From an optimization exercise on the open Yosys and OpenROAD flow, aimed at small area and a short achievable clock period; shortcuts taken in it are not production practice.
Where RTL was checked, it was by simulation tests only, not by an equivalence proof against the original.
For runs 3 and 4, only the layout was checked, not whether the RTL still works.
Power and IR drop assume default switching activity.

==> flow/design.v <==
module processor (
    input         CLK, RESET,
    output [31:0] PCcurrent,
    input  [31:0] instruction,
    output        WEmem,
    output [31:0] Adres_mem,
    output [31:0] WriteData,
    input  [31:0] ReadData
);
    wire [5:0]  op  = instruction[31:26];
    wire [4:0]  rs  = instruction[25:21];
    wire [4:0]  rt  = instruction[20:16];
    wire [4:0]  rd  = instruction[15:11];
    wire [5:0]  fn  = instruction[5:0];
    wire [15:0] imm = instruction[15:0];
    wire is_r    = ~op[5] & ~op[3] & ~op[2] & ~op[1];    
    wire is_qb   = op[4];                                
    wire is_imm  = op[5] | (op[3] & ~op[4]);             
    wire is_lw   = op[5] & ~op[3];                       
    wire is_beq  = op[2] & ~op[1];                       
    wire is_jr   = op[2] & op[1] & ~op[4];               
    wire is_jal  = op[1] & op[0] & ~op[5] & ~op[2];      
    wire is_rd   = is_r | is_qb;
    wire we      = op[5] ? ~op[3] : ~(op[2] & ~op[4]);
    assign WEmem = (op == 6'h2B);
    wire f_shift = ~fn[5];
    wire f_logic = fn[2];
    wire f_slt   = fn[3];
    wire sub     = is_r & fn[1];
    wire sat     = is_qb & instruction[8];
    reg  [31:0] regs [1:31];
    wire [4:0]  wa = is_jal ? 5'd31 : (is_rd ? rd : rt);
    wire [31:0] wd;
    integer k;
    wire [31:0] a, b;
    wire [31:1] sel_a, sel_b;
    wire [32*31-1:0] rflat;
    genvar gi;
    generate for (gi = 1; gi < 32; gi = gi + 1) begin : rdec
        assign sel_a[gi] = (rs == gi);
        assign sel_b[gi] = (rt == gi);
        assign rflat[(gi-1)*32 +: 32] = regs[gi];
    end endgenerate
    rdmux rd_a (.sel(sel_a), .d(rflat), .y(a));
    rdmux rd_b (.sel(sel_b), .d(rflat), .y(b));
    always @(posedge CLK) begin
        if (we && wa != 5'd0)
            regs[wa] <= wd;
    end
    wire [31:0] bx = is_imm ? {{16{imm[15]}}, imm} : (b ^ {32{sub}});
    wire        ps = ~is_qb;    
    wire [34:0] a35 = {a[31:24], ps, a[23:16], ps, a[15:8], ps, a[7:0]};
    wire [34:0] b35 = {bx[31:24], 1'b0, bx[23:16], 1'b0, bx[15:8], 1'b0, bx[7:0]};
    wire [35:0] s36 = {1'b0, a35} + {1'b0, b35} + {35'd0, sub};
    wire [31:0] sum = {s36[34:27], s36[25:18], s36[16:9], s36[7:0]};
    wire [3:0]  bc  = {s36[35], s36[26], s36[17], s36[8]};
    wire [31:0] sum_sat = sum | {{8{sat & bc[3]}}, {8{sat & bc[2]}}, {8{sat & bc[1]}}, {8{sat & bc[0]}}};
    wire        ltu = ~s36[35];
    assign Adres_mem = sum;
    assign WriteData = b;
    wire        left = ~fn[1];
    wire        fill = fn[0] & b[31];
    reg  [31:0] brev, srev;
    always @(*) begin
        for (k = 0; k < 32; k = k + 1) brev[k] = b[31 - k];
    end
    wire [31:0] sx = left ? brev : b;
    wire [31:0] sh1 = a[0] ? {fill, sx[31:1]}          : sx;
    wire [31:0] sh2 = a[1] ? {{2{fill}}, sh1[31:2]}    : sh1;
    wire [31:0] sh4 = a[2] ? {{4{fill}}, sh2[31:4]}    : sh2;
    wire [31:0] sh8 = a[3] ? {{8{fill}}, sh4[31:8]}    : sh4;
    wire [31:0] sr  = a[4] ? {{16{fill}}, sh8[31:16]}  : sh8;
    always @(*) begin
        for (k = 0; k < 32; k = k + 1) srev[k] = sr[31 - k];
    end
    wire [31:0] shres = left ? srev : sr;
    wire [31:0] logic_r = fn[0] ? (a | b) : (a & b);
    wire [31:0] alu = ~is_r      ? sum_sat :
                      f_shift    ? shres :
                      f_logic    ? logic_r :
                      f_slt      ? {31'd0, ltu} : sum;
    wire [31:0] pc4 = {PCcurrent[31:2] + 30'd1, PCcurrent[1:0]};
    assign wd = is_lw ? ReadData : (is_jal ? pc4 : alu);
    reg  [31:0] pc;
    assign PCcurrent = pc;
    wire [31:0] pcbr = {pc4[31:2] + {{14{imm[15]}}, imm}, pc[1:0]};
    wire [31:0] pcj  = {pc4[31:28], instruction[25:0], 2'b00};
    wire        eq   = (a == b);
    wire [31:0] npc  = is_jr ? a : is_jal ? pcj : (is_beq & eq) ? pcbr : pc4;
    always @(posedge CLK) begin
        if (RESET) pc <= 32'd0;
        else       pc <= npc;
    end
endmodule
module rdmux (
    input      [31:1]        sel,
    input      [32*31-1:0]   d,
    output reg [31:0]        y
);
    integer k;
    always @(*) begin
        y = 32'd0;
        for (k = 1; k < 32; k = k + 1)
            y = y | ({32{sel[k]}} & d[(k-1)*32 +: 32]);
    end
endmodule
==> flow/run.sh <==
#!/bin/bash
# synth_recipe.tcl (not shown) runs the flow's synth.tcl, then flattens the netlist and writes it again
# the make line also repeats each setting of config.mk as NAME=value (left out here)
make -C /OpenROAD-flow-scripts/flow DESIGN_CONFIG=/design/flow/config.mk WORK_HOME=/design/flow/orfs CLKGATE_MAP_FILE= SYNTH_SCRIPT=/design/flow/synth_recipe.tcl finish
==> flow/config.mk <==
export PLATFORM = sky130hd
export DESIGN_NAME = processor
export DESIGN_NICKNAME = processor
export VERILOG_FILES = /design/flow/design.v
export SDC_FILE = /design/flow/constraint.sdc
export NUM_CORES = 4
export LEC_CHECK = 0
export CAP_MARGIN = 20
export CORE_MARGIN = 2
export CORE_UTILIZATION = 45
export SETUP_SLACK_MARGIN = 3.0
export SLEW_MARGIN = 20
export SYNTH_HIERARCHICAL = 1
export SYNTH_MINIMUM_KEEP_SIZE = 0
==> flow/constraint.sdc <==
create_clock -name core_clock -period 11.0 [get_ports {CLK}]
set_input_delay 2.2000 -clock core_clock [delete_from_list [all_inputs] [get_ports {CLK}]]
set_output_delay 2.2000 -clock core_clock [all_outputs]
set_load 0.01 [all_outputs]
==> results of run 1 <==
-- worst max path at each step --
| stage | endpoint | depth (start not counted) |
|---|---|---|
| detailed placement | Adres_mem[29] | 20 |
| global route | Adres_mem[26] | 26 |
| global placement | Adres_mem[29] | 20 |
| finish | Adres_mem[31] | 23 |
| CTS | Adres_mem[22] | 21 |
| floorplan | Adres_mem[31] | 18 |
-- cell usage in the layout (no fill, tap or decap), types with 25 or more instances in the layout --
cell type        Yosys  layout
a222oi_1            64      64
o21ai_1             46      40
mux4_2              56      56
a21oi_1            178     150
buf_6               13      39
edfxtp_1           992     992
o211ai_1            39      39
buf_12               1      29
inv_1              118     117
clkdlybuf4s50_1      0     121
nor3_1              41      26
nor2_4               0      74
dfxtp_1             32      32
xor2_1              34      27
mux2i_1             64      64
nand3_1            172     142
clkbuf_16            0     111
a22oi_1            777     766
or4_4                0      55
ha_1               125     109
nand4_1            139     139
a21o_1              44      43
a22o_1              69      68
nand3_2              0      27
buf_4                8     328
xnor2_1             79      58
o21ai_0             58      52
nor2_1             247     163
a211oi_1            26      25
nand2_1            157     150
a221oi_2            62      58
-- critical path, stage by stage --
cell and delay (ns):
buf_12 0.13, buf_8 0.14, nand3b_1 0.13, buf_4 0.14
buf_6 0.09, nor2_4 0.07, a22oi_2 0.13, nand4_1 0.20
or4_4 0.63, xnor2_2 0.16, a21oi_2 0.08, fa_2 0.42
fa_2 0.37, a21o_1 0.22, a221o_1 0.37, a21oi_4 0.27
nor3_2 0.06, o21ai_1 0.15, buf_4 0.17, o21ai_4 0.09
nor4b_4 0.33, a311oi_4 0.08, buf_2 0.18
-- routing by layer --
metal	vias up	GRT usage [%]	share of wire, %
met4	6	18.39	6.2
met1	22028	46.82	37
met2	3554	54.17	44
met5	-	0	0.019
met3	571	9.273	13
li1	18405	-	-
-- power breakdown --
part	total [mW]	switching [mW]	internal, mW
clock network	3.63	1.58	2.05
registers	4.85	0.0504	4.80
logic	3.20	2.08	1.13
-- state kept, by name (all words and copies together) (netlist names) --
signal,count
pc,32
regs,992
-- per-module statistics from Yosys (local to each module, per instance) --
module / cells / flops+latches / cell area [µm²]
rdmux: 733 / 0 / 5344
processor: 2854 / 1024 / 42720
-- stage by stage --
step | hold WS, ns | util, % | setup slack [ns] | cell area (µm²)
2_1_floorplan | 0.5563 | - | 2.650 | 53890
3_3_place_gp | 0.5160 | 49.54 | 0.2714 | 58410
3_5_place_dp | 0.5374 | 49.54 | 0.2124 | 58420
4_1_cts | 0.5495 | 54.26 | 2.139 | 63990
5_1_grt | 0.6015 | 54.87 | 1.910 | 64700
6_report | 0.5524 | 54.87 | 1.946 | 64710
-- Yosys cell counts (62+ instances only) --
master,number,area share (%)
a22oi_1,777,11
edfxtp_1,992,56
a21oi_1,178,1.7
nand2_1,157,1.1
inv_1,118,0.83
nand3_1,172,1.6
clkbuf_1,277,1.9
a22o_1,69,1.1
nand4_1,139,1.6
a221oi_2,62,1.7
a222oi_1,64,1.2
ha_1,125,2.9
xnor2_1,79,1.3
nor2_1,247,1.7
mux2i_1,64,1.2
or4_1,67,0.94
-- final cells by class --
type / count / area [µm²] / area share (%)
diodes: 3 / 7.507 / 0.01160
clock buffers: 127 / 2795 / 4.320
clock inverters: 70 / 674.4 / 1.042
inverters: 123 / 461.7 / 0.7135
multi-input cells: 2837 / 23290 / 36.00
flip-flops and latches: 1024 / 30430 / 47.03
well taps: 1536 / 1922 / 2.970
repair buffers: 553 / 5124 / 7.918
-- cells by family after synthesis --
family,count (synthesis),synth area share (%)
muxes,150,4.341
buffers and inverters,461,3.605
adders and majority gates,128,3.041
AOI/OAI and AO/OA,1514,21.43
xor gates and xnor gates,113,1.853
and+or+nand+nor,930,8.757
DFF,1024,56.97
-- repair_timing --
item,4_1_cts,5_1_grt
buffers inserted,112,34
gates resized for setup,361,107
pin swaps,117,74
cloned,7,2
hold endpoints to repair,0,0
setup endpoints to repair,1069,152
==> results.cfg, run 1 <==
[worst_setup_path]
r2r-end = regs[20][18]
ff2ff_path_depth = 17
rrSetupSlack_ns = 5.16
start_kind = input pin
worstPathArrival_ns = 6.85
worstSetupPathType = input pin to output pin
worstSetupStartpoint = instruction[20]
crit_fanout = 7
worst_ep_required_time_ns = 8.80
critPathCaptureType = output pin
r2r_start = regs[2][0]

[layout]
layout.cells.non_filler = 6273
drive_above_1_share_pct = 22.54
nFillCells = 9779
syn2layout_area_growth_pct = 21.16
nets = 4840

[clock_network]
insertion_delay_ns = 0.74
cts_hold_buf = 0
clkSinkCount = 1024
cts.clk_slew.worst_paths_ns = 0.06
cts_tree = yes
ctsRootBufferMaster = clkbuf_16
cts_buffer_depth = 3
cts-htree-levels = 3
numCtsBuffers = 107

[global_routing]
grt_usage_pct = 35.55
grt_max_degree = 68
antenna_found_initial = 8
grt_pass1_vias = 41687
grt_pass1_wl_um = 309800
grt.overflow.total = 0

[timing]
fin_skew_ns = 0.06282
finalSetupViolCount = 0
timing.final.crit_share_pct = 82.31
slew_headroom_pct = 12.76
worst_pin_slew_ns = 1.299
finalCriticalPeriod_ns = 9.054
rsz0062_at_grt = true
slew_violations = 0
hold_violations = 0
finalSetupTns_ns = 0
fmax_mhz = 110.4

[pwr]
max-vdd-ir-drop_uv = 126.9
p_total_mw = 11.69
p_leak_nw = 22.01
cellPowerDensity_nw_per_um2 = 180.6

[detailed_routing]
drt-total-wl_um = 222200
drc = 0
wl_per_cell_um = 35.42
ant_nets = 0
initialDrtViolationCount = 7236
via_per_inst = 7.104
drtPass1Iterations = 9
routed-via-count = 44564

[min_path]
hp-start = pc[1]
whs_endpoint = pc[1]
hold-path-cell-count = 2
hold_path_class = register to register

[synthesis]
synth-seq-cells = 1024
synth_ff_type = edfxtp_1
synth-edff-count = 992
ys_seq_area_share_pct = 56.97
synthCells = 4320
syn_nets = 4514
synthArstFlopShare_pct = 0
syn_area_per_cell_um2 = 12.36
yosysUniqueCellTypes = 82
ys_warn_count = 8
syn-cell-area_um2 = 53410

[placement]
gp_congestion = 1.018
hpwl_um = 148800
port-buffer-count = 162
dp.cells = 5918

[floorplanning]
die_h_um = 348.5
start_util_pct = 45.29
coreArea_um2 = 117900
dieArea_um2 = 121500
die_w_um = 348.5
rows = 126
ios = 163

[flow_run]
drv_cap = 0

[status]
status = complete, no violations
==> inputs of run 2 (changes only) <==
--- a/flow/config.mk
+++ b/flow/config.mk
@@ -10,3 +10,2 @@
 export CORE_UTILIZATION = 45
-export SETUP_SLACK_MARGIN = 3.0
 export SLEW_MARGIN = 20
==> results.cfg, run 2 <==
[synthesis]
ys_top_cells_by_area = edfxtp_1 (56%), a22oi_1 (11%), ha_1 (2.9%)
synthArstFlopShare_pct = 0
synth-seq-cells = 1024
synth-edff-count = 992
syn-cell-area_um2 = 53410
synth_top_cell_by_area = edfxtp_1
yosysUniqueCellTypes = 82
synth_ff_type = edfxtp_1
post-synth-top-count-cell = edfxtp_1
syn_nets = 4514
ys_seq_area_share_pct = 56.97
netlist.area_leader.share_pct = 55.77
synthCells = 4320
ys_warn_count = 8
syn_area_per_cell_um2 = 12.36
netlist_top_cells_count = edfxtp_1 (992), a22oi_1 (777), clkbuf_1 (277)

[global_routing]
grt_usage_pct = 35.30
grt_pass1_wl_um = 304800
grt_max_degree = 77
antenna_found_initial = 17
grt_pass1_vias = 40627
grt.overflow.total = 0

[clock_network]
cts_buffer_depth = 3
insertion_delay_ns = 0.74
cts-htree-levels = 3
cts_tree = yes
ctsRootBufferMaster = clkbuf_16
clkSinkCount = 1024
cts.clk_slew.worst_paths_ns = 0.05
numCtsBuffers = 107

[worst_setup_path]
r2r_start = regs[2][0]
critPathCaptureType = output pin
rrSetupSlack_ns = 4.86
worst_ep_required_time_ns = 8.80
worstSetupStartpoint = instruction[24]
worstPathArrival_ns = 8.62
r2r-end = regs[5][18]
worstSetupPathType = input pin to output pin
start_kind = input pin
crit_fanout = 31
ff2ff_path_depth = 20

[status]
status = complete, no violations

[pwr]
combinationalPowerShare_pct = 25.2
seqPwrFrac_pct = 42.5
intPower_mw = 7.823
cellPowerDensity_nw_per_um2 = 184.7
switching_share_pct = 31.39
max-vdd-ir-drop_uv = 156.8
share_clk_of_total_power_pct = 32.3
p_leak_nw = 20.59
p_total_mw = 11.40
p_switching_mw = 3.579

[layout]
layout.cells.non_filler = 6116
nets = 4683
syn2layout_area_growth_pct = 15.57
drive_above_1_share_pct = 14.56
largest_register_ffs = 992
top_regs = regs x992, pc x32
stdcell_area_um2 = 61720
final_cell_mix = edfxtp_1 (992), a22oi_1 (777), buf_4 (227)
top_register = regs
layout_commonest_cell = edfxtp_1

[min_path]
hold-path-cell-count = 2
whs_endpoint = pc[1]
hold_path_class = register to register
hp-start = pc[1]

[placement]
place_area_um2 = 58150
gp_congestion = 1.007
hpwl_um = 149000
port-buffer-count = 162
dpl_worst_slack_ns = 0.06411
dp.cells = 5915

[floorplanning]
die_w_um = 348.5
ios = 163
coreArea_um2 = 117900
dieArea_um2 = 121500
start_util_pct = 45.29
rows = 126
die_h_um = 348.5

[timing]
fmax_mhz = 92.45
finalSetupViolCount = 0
rsz0062_at_grt = false
slew_headroom_pct = 21.17
hold_violations = 0
slew_violations = 0
finalCriticalPeriod_ns = 10.82
fin_skew_ns = 0.03576
worst_pin_slew_ns = 1.172
setup_slack_ns = 0.1838
timing.final.crit_share_pct = 98.33
finalSetupTns_ns = 0

[detailed_routing]
via_per_inst = 7.116
initialDrtViolationCount = 7169
wl_per_cell_um = 36.03
drc = 0
routed-via-count = 43521
ant_nets = 0
drtPass1Iterations = 9
drt-total-wl_um = 220400

[flow_run]
drv_cap = 0
## run 2: logic make-up after synthesis
kind of cell	count (synthesis)	share of synthesized area (%)
fa+ha+maj	128	3.041
mux	150	4.341
xor+xnor	113	1.853
compound gates	1514	21.43
simple gates	930	8.757
flops	1024	56.97
buf+inv	461	3.605
## run 2: layer usage
metal,GRT usage (%),routed length (µm)
met5,0,53
met4,17.48,12550
met3,10.67,30080
met2,52.41,94810
met1,47.02,82870
## run 2: stage by stage
step           hold WS, ns  util, %
5_1_grt             0.5577    52.33
6_report            0.5470    52.34
3_5_place_dp        0.5259    49.31
4_1_cts             0.5420    52.30
3_3_place_gp        0.5339    49.21
2_1_floorplan       0.5563        -
## run 2: timing repair
action                                  in CTS  in global routing
resized for setup                            0                  8
setup buffers                                0                  1
endpoints found under the setup margin       0                  6
hold buffers                                 0                  0
## run 2: worst max path at each step
stage                                to  slack (ns)  cells past startpoint
final                     Adres_mem[31]        0.18                     19
after global routing      Adres_mem[30]       0.002                     23
after CTS                 Adres_mem[31]        0.05                     19
after detailed placement  Adres_mem[31]        0.06                     19
after global placement    Adres_mem[30]        0.18                     21
after floorplan           Adres_mem[31]        1.77                     19
## run 2: per-module statistics from Yosys (local to each module, per instance)
module     flip-flops and latches  times used
processor                    1024           1
rdmux                           0           2
## run 2: cell type report
type | count | area (µm²)
Inverter | 123 | 461.7
Fill cell | 9978 | 56200
Tap cell | 1536 | 1922
Multi-Input combinational cell | 2835 | 21850
Antenna cell | 6 | 15.01
Clock inverter | 62 | 708.2
Sequential cell | 1024 | 30430
Clock buffer | 132 | 2814
Timing Repair Buffer | 398 | 3528
## run 2: worst max-delay path, cell delays in order
cell	delay, ns
clkdlybuf4s50_1	0.90
nand2b_1	0.28
buf_4	0.22
nor3_2	0.09
buf_4	0.41
a22oi_1	0.25
nand4_1	0.46
or4_1	0.80
ha_1	0.50
nand2_1	0.09
o31ai_1	0.26
a21oi_1	0.08
buf_4	0.16
nor3_1	0.19
o21ai_1	0.17
o21ai_1	0.26
nor4b_1	0.09
a311oi_1	0.54
clkdlybuf4s50_1	0.66
## run 2: power groups by stage
stage                     registers (mW)  logic (mW)  clock network (mW)
after floorplan                     4.93        1.43                   0
after global placement              4.92        2.75                   0
after detailed placement            4.93        2.77                   0
after CTS                           4.84        2.78                3.71
after global routing                4.85        2.99                3.86
final                               4.85        2.87                3.69
==> inputs of run 3 (changes only) <==
--- a/flow/design.v
+++ b/flow/design.v
@@ -28,3 +28,3 @@
     wire f_slt   = fn[3];
-    wire sub     = is_r & fn[1];
+    wire sub     = (is_r & fn[1]) | is_beq;    
     wire sat     = is_qb & instruction[8];
@@ -53,3 +53,4 @@
     wire [34:0] b35 = {bx[31:24], 1'b0, bx[23:16], 1'b0, bx[15:8], 1'b0, bx[7:0]};
-    wire [35:0] s36 = {1'b0, a35} + {1'b0, b35} + {35'd0, sub};
+    wire [36:0] s37 = {1'b0, a35, 1'b1} + {1'b0, b35, sub};
+    wire [35:0] s36 = s37[36:1];
     wire [31:0] sum = {s36[34:27], s36[25:18], s36[16:9], s36[7:0]};
@@ -58,3 +59,3 @@
     wire        ltu = ~s36[35];
-    assign Adres_mem = sum;
+    assign Adres_mem = a + {{16{imm[15]}}, imm};
     assign WriteData = b;
@@ -87,3 +88,3 @@
     wire [31:0] pcj  = {pc4[31:28], instruction[25:0], 2'b00};
-    wire        eq   = (a == b);
+    wire        eq   = &(a ^ bx);    
     wire [31:0] npc  = is_jr ? a : is_jal ? pcj : (is_beq & eq) ? pcbr : pc4;
--- a/flow/config.mk
+++ b/flow/config.mk
@@ -10,2 +10,3 @@
 export CORE_UTILIZATION = 45
+export SETUP_SLACK_MARGIN = 3.5
 export SLEW_MARGIN = 20
==> results.cfg, run 3 <==
[detailed_routing]
wl_per_cell_um = 35.26
drt-total-wl_um = 222000
ant_nets = 0
drtPass1Iterations = 14
drc = 0
via_per_inst = 7.162
initialDrtViolationCount = 7893
routed-via-count = 45090

[clock_network]
cts_tree = yes
numCtsBuffers = 105
ctsRootBufferMaster = clkbuf_16
insertion_delay_ns = 0.73
cts-htree-levels = 3
cts_buffer_depth = 3
cts.clk_slew.worst_paths_ns = 0.07
clkSinkCount = 1024
cts_hold_buf = 0

[worst_setup_path]
worst_ep_required_time_ns = 8.80
rrSetupSlack_ns = 5.33
worstPathArrival_ns = 6.74
crit_path_end = Adres_mem[28]
r2r_start = regs[2][0]
start_kind = input pin
ff2ff_path_depth = 19
crit_fanout = 8
critPathCaptureType = output pin
worstSetupPathType = input pin to output pin
r2r-end = regs[31][21]
worstSetupStartpoint = instruction[21]

[layout]
drive_above_1_share_pct = 22.83
top_register = regs
layout_commonest_cell = edfxtp_1
final_cell_mix = edfxtp_1 (992), a22oi_1 (762), buf_4 (339)
syn2layout_area_growth_pct = 21.21
nets = 4836
nFillCells = 9635
top_regs = regs x992, pc x32
largest_register_ffs = 992

[pwr]
cellPowerDensity_nw_per_um2 = 178.1
p_leak_nw = 21.57
p_total_mw = 11.49
max-vdd-ir-drop_uv = 119.9

[timing]
fin_skew_ns = 0.04333
rsz0062_at_grt = true
finalCriticalPeriod_ns = 8.940
slew_violations = 0
slew_headroom_pct = 23.51
hold_violations = 0
finalSetupTns_ns = 0
fmax_mhz = 111.9
finalSetupViolCount = 0
hold_slack_ns = 0.5169
worst_pin_slew_ns = 1.135
setup_slack_ns = 2.060
timing.final.crit_share_pct = 81.27

[flow_run]
drv_cap = 0

[synthesis]
post-synth-top-count-cell = edfxtp_1
synth-edff-count = 992
syn_area_per_cell_um2 = 12.38
netlist_top_cells_count = edfxtp_1 (992), a22oi_1 (785), clkbuf_1 (244)
syn-cell-area_um2 = 53220
ys_seq_area_share_pct = 57.17
synth_ff_type = edfxtp_1
synth_top_cell_by_area = edfxtp_1
syn_nets = 4462
netlist.area_leader.share_pct = 55.97
synth-seq-cells = 1024
ys_top_cells_by_area = edfxtp_1 (56%), a22oi_1 (11%), mux4_2 (2.3%)
ys_warn_count = 8
synthCells = 4300
yosysUniqueCellTypes = 84
synthArstFlopShare_pct = 0

[global_routing]
grt_pass1_wl_um = 307600
grt_usage_pct = 35.23
grt_max_degree = 52
antenna_found_initial = 9
grt_pass1_vias = 42208
grt.overflow.total = 0

[floorplanning]
die_w_um = 347.9
dieArea_um2 = 121000
rows = 126
start_util_pct = 45.26
coreArea_um2 = 117600
ios = 163
die_h_um = 347.9

[placement]
dpl_worst_slack_ns = 0.2870
hpwl_um = 145100
gp_congestion = 1.038
port-buffer-count = 162

[status]
status = complete, no violations

[min_path]
hold_path_class = register to register
hp-start = pc[0]
[run 3: changes by cell type in the layout (fill, tap and decap cells not counted), sizes merged, moves of 9 or more]
cell / previous run / this run
a211oi: 26 / 17
a21oi: 178 / 208
buf: 238 / 449
clkdlybuf4s50: 156 / 117
clkinv: 42 / 51
ha: 125 / 93
inv: 126 / 44
maj3: 0 / 30
mux2i: 64 / 44
nand2: 157 / 176
nand3: 172 / 181
o21a: 12 / 26
o21ai: 105 / 124
xnor2: 79 / 95
[run 3: what timing repair did]
action                      CTS  global route
resized for setup           339           155
gates cloned                  9             5
setup endpoints to repair  1086           850
pin swaps                   102           118
buffers inserted            161            42
[run 3: per-layer routing]
layer / share of wire, % / vias up / global-route usage, %
met5: 0.052 / - / 0
met4: 6.4 / 16 / 19.64
met3: 13 / 609 / 9.805
met2: 44 / 3523 / 52.98
met1: 37 / 22345 / 46.05
li1: - / 18597 / -
[run 3: logic make-up after synthesis]
family                   synth area share (%)
AND/OR/NAND/NOR                         9.140
multiplexers                            3.557
adder cells (fa/ha/maj)                 2.863
XOR/XNOR                                2.189
AO/OA/AOI/OAI                           22.18
flip-flops                              57.17
buffers and inverters                   2.903
[run 3: modules after synthesis (local to each module, per instance)]
module	copies in the design	cells inside
rdmux	2	733
processor	1	2834
[run 3: per-stage QoR]
step	area (µm²)	util [%]	cells
floorplan	53530	-	4300
global placement	57790	49.13	5886
detailed placement	57790	49.14	5886
CTS	63560	54.04	6246
global route	64500	54.85	6293
finish	64510	54.85	6296
[run 3: worst max-delay path, cell delays in order]
cell and delay, ns:
buf_12 0.13, buf_8 0.14, nand3b_1 0.19, buf_4 0.16, nor2_4 0.06, buf_12 0.15, buf_4 0.14, a22oi_2 0.15
nand4_1 0.36, or4_4 0.60, ha_4 0.31, and3_4 0.19, nand3_2 0.07, nor2_1 0.12, o211a_1 0.25, o31ai_2 0.08
buf_4 0.17, a311oi_4 0.35, o31ai_4 0.10, buf_4 0.15, o21bai_1 0.22, a21oi_2 0.10, xnor2_1 0.16, buf_2 0.15
[run 3: how the worst min path moves through the flow]
stage / end / slack, ns / cells after the start
after floorplan: pc[0] / 0.50 / 2
after CTS: pc[0] / 0.52 / 2
after global placement: pc[1] / 0.50 / 2
final: pc[0] / 0.52 / 2
after global routing: pc[0] / 0.55 / 2
after detailed placement: pc[0] / 0.51 / 2
[run 3: where the power goes]
group          total, mW  internal (mW)  leakage, nW  switching, mW
Combinational       3.10           1.04         10.8           2.06
Clock               3.53           1.97         1.61           1.55
Sequential          4.86           4.81         9.20         0.0525
Total               11.5           7.82         21.6           3.66
[run 3: final cells by class]
type                       instances  area, µm²  share of cell area, %
sequential                      1024      30430                  47.17
clock buffer                     121       2709                  4.199
timing repair buffer             577       5315                  8.239
inverter                          44      167.7                 0.2599
antenna                            3      7.507                0.01164
clock inverter                    69      630.6                 0.9775
multi-input combinational       2922      23330                  36.17
tap                             1536       1922                  2.979
==> inputs of run 4 (changes only) <==
--- a/flow/config.mk
+++ b/flow/config.mk
@@ -9,3 +9,4 @@
 export CORE_MARGIN = 2
-export CORE_UTILIZATION = 45
+export CORE_UTILIZATION = 55
+export CTS_BUF_LIST = sky130_fd_sc_hd__clkbuf_8 sky130_fd_sc_hd__clkbuf_4
 export SETUP_SLACK_MARGIN = 3.5
==> results.cfg, run 4 <==
[timing]
timing.final.crit_share_pct = 79.45
worst_pin_slew_ns = 1.268
fmax_mhz = 114.4
finalSetupTns_ns = 0
finalCriticalPeriod_ns = 8.739
fin_skew_ns = 0.05710
slew_headroom_pct = 14.87
finalSetupViolCount = 0
hold_slack_ns = 0.4864
slew_violations = 0
hold_violations = 0
setup_slack_ns = 2.261
rsz0062_at_grt = true

[clock_network]
cts_hold_buf = 0
numCtsBuffers = 168
cts.clk_slew.worst_paths_ns = 0.06
clkSinkCount = 1024
cts_tree = yes
insertion_delay_ns = 0.88
cts_buffer_depth = 3
ctsRootBufferMaster = clkbuf_8
cts-htree-levels = 4

[detailed_routing]
drc = 0
via_per_inst = 7.427
drt-total-wl_um = 219700
wl_per_cell_um = 35.94
drtPass1Iterations = 10
initialDrtViolationCount = 7921
routed-via-count = 45394
ant_nets = 0

[global_routing]
antenna_found_initial = 9
grt.overflow.total = 0
grt_pass1_vias = 42517
grt_max_degree = 52
grt_usage_pct = 43.08
grt_pass1_wl_um = 303700

[synthesis]
netlist_top_cells_count = edfxtp_1 (992), a22oi_1 (785), clkbuf_1 (244)
synthCells = 4300
netlist.area_leader.share_pct = 55.97
ys_top_cells_by_area = edfxtp_1 (56%), a22oi_1 (11%), mux4_2 (2.3%)
synth-seq-cells = 1024
ys_warn_count = 8
syn-cell-area_um2 = 53220
yosysUniqueCellTypes = 84
synth_top_cell_by_area = edfxtp_1
synthArstFlopShare_pct = 0
syn_nets = 4462
syn_area_per_cell_um2 = 12.38
synth-edff-count = 992
post-synth-top-count-cell = edfxtp_1
ys_seq_area_share_pct = 57.17
synth_ff_type = edfxtp_1

[pwr]
cellPowerDensity_nw_per_um2 = 178.0
share_clk_of_total_power_pct = 29.8
seqPwrFrac_pct = 42.7
p_switching_mw = 3.684
p_leak_nw = 21.55
switching_share_pct = 32.33
intPower_mw = 7.711
max-vdd-ir-drop_uv = 153.9
combinationalPowerShare_pct = 27.5

[layout]
stdcell_area_um2 = 64030
nets = 4860
top_register = regs
layout_commonest_cell = edfxtp_1
top_regs = regs x992, pc x32
drive_above_1_share_pct = 23.79
largest_register_ffs = 992
syn2layout_area_growth_pct = 20.30
final_cell_mix = edfxtp_1 (992), a22oi_1 (770), buf_4 (298)

[worst_setup_path]
worst_ep_required_time_ns = 8.80
path_cells = buf_12 -> buf_8 -> nand3b_1 -> nor3_4 -> buf_12 -> buf_6 -> a22oi_2 -> nand4_1 -> or4_4 -> inv_2 -> fa_2 -> nor2b_1 -> o21a_1 -> o21a_1 -> o211a_4 -> o31ai_2 -> buf_4 -> a311oi_4 -> o31ai_2 -> buf_4 -> o21bai_1 -> a21oi_1 -> xnor2_1 -> buf_2
worstSetupPathType = input pin to output pin
crit_slowest_cell = or4_4
cpPeakStageDelay_ns = 0.69
worstPathArrival_ns = 6.54
start_kind = input pin
crit_fanout = 7
critPathCaptureType = output pin

[min_path]
hold_path_class = register to register

[floorplanning]
die_w_um = 315.1
ios = 163
dieArea_um2 = 99280
coreArea_um2 = 96280
die_h_um = 315.1
start_util_pct = 55.28
rows = 114

[status]
status = complete, no violations

[placement]
dpl_worst_slack_ns = 0.3367
hpwl_um = 144100
place_area_um2 = 57530
port-buffer-count = 162
gp_congestion = 1.001

[flow_run]
drv_cap = 0
-- run 4: timing repair --
action | in CTS | in global routing
gates cloned | 6 | 1
resized for setup | 430 | 92
setup buffers | 128 | 42
pin swaps | 97 | 69
setup endpoints to repair | 1081 | 916
-- run 4: routing by layer --
metal  routed length [µm]  GRT usage (%)  vias up
met5                   61              0        -
met1                78120          55.62    22244
met2                94380          62.61     3756
met4                14250          24.59       10
met3                32870          15.85      737
li1                     -              -    18647
-- run 4: stage by stage --
| step | instances | total power [mW] | utilization (%) |
|---|---|---|---|
| after floorplan | 4300 | 6.463 | - |
| after global placement | 5627 | 7.672 | 59.75 |
| after detailed placement | 5627 | 7.685 | 59.76 |
| after CTS | 6063 | 11.18 | 65.78 |
| after global routing | 6107 | 11.70 | 66.49 |
| final | 6112 | 11.39 | 66.50 |
-- run 4: worst paths after layout --
kind,slack (ns),cells past startpoint,end,from
worst max-delay path,2.26,24,Adres_mem[28],instruction[22]
worst min-delay path,0.49,2,pc[0],pc[0]
worst max register to register,5.21,25,regs[16][23],regs[3][1]
worst min register to register,0.49,2,pc[0],pc[0]
-- run 4: Yosys stat by module, one instance, submodules excluded --
module,cells inside,flops+latches,copies in the design
processor,2834,1024,1
rdmux,733,0,2
-- run 4: cell type report --
type,count,area (µm²)
multi-input cells,2918,23340
inverters,44,165.2
well taps,1276,1597
repair buffers,542,5130
flip-flops and latches,1024,30430
clock inverters,85,646.9
fillers,7106,32250
diodes,6,15.01
clock buffers,217,2705
-- run 4: critical path: cells and delay by family --
family / cells / cell delay, ns
adders and majority gates: 1 / 0.19
AOI/OAI and AO/OA: 9 / 1.58
buffers and inverters: 8 / 1.12
xor gates and xnor gates: 1 / 0.14
and+or+nand+nor: 5 / 1.27
-- run 4: logic make-up after synthesis --
kind of cell | Yosys count | share of synthesized area [%]
xor+xnor | 133 | 2.189
flops | 1024 | 57.17
simple gates | 970 | 9.140
mux | 119 | 3.557
buf+inv | 359 | 2.903
fa+ha+maj | 126 | 2.863
compound gates | 1569 | 22.18
-- run 4: power groups by stage --
stage | registers (mW) | clock network (mW) | logic (mW)
after floorplan | 4.94 | 0 | 1.52
after CTS | 4.86 | 3.40 | 2.92
after global placement | 4.94 | 0 | 2.74
after detailed placement | 4.94 | 0 | 2.75
final | 4.86 | 3.40 | 3.14
after global routing | 4.87 | 3.57 | 3.26

## afterwards: timing with drivers on the ports
Ports are ideal in the flow. The routed layouts listed here were re-timed in OpenROAD. Step 1 assumes that a clkbuf_16 drives the clock port and a buf_2 every other input. Step 2, shift: input delay + t, output delay - t, t = (earliest + latest rising clock arrival at the registers) / 2. This alone moves slack from input paths to output paths. a / b / c = no drivers / after step 1 / after step 2; a / b = the first two.
run	t, ns	setup WS [ns]	clock arrival spread, ns	cell pins on the clock port's net
run 1	0.776	1.946 / 1.778 / 1.778	0.062 / 0.062	1
run 2	0.802	0.184 / 0.140 / 0.140	0.036 / 0.036	1
run 3	0.788	2.060 / 2.011 / 2.011	0.044 / 0.043	1
run 4	0.922	2.261 / 2.201 / 2.201	0.057 / 0.057	1
After both steps setup and hold are still met in every run listed. The setup slack of run 1, which loses most, moves by -0.168 ns with the drivers and by -0.168 ns with both steps.
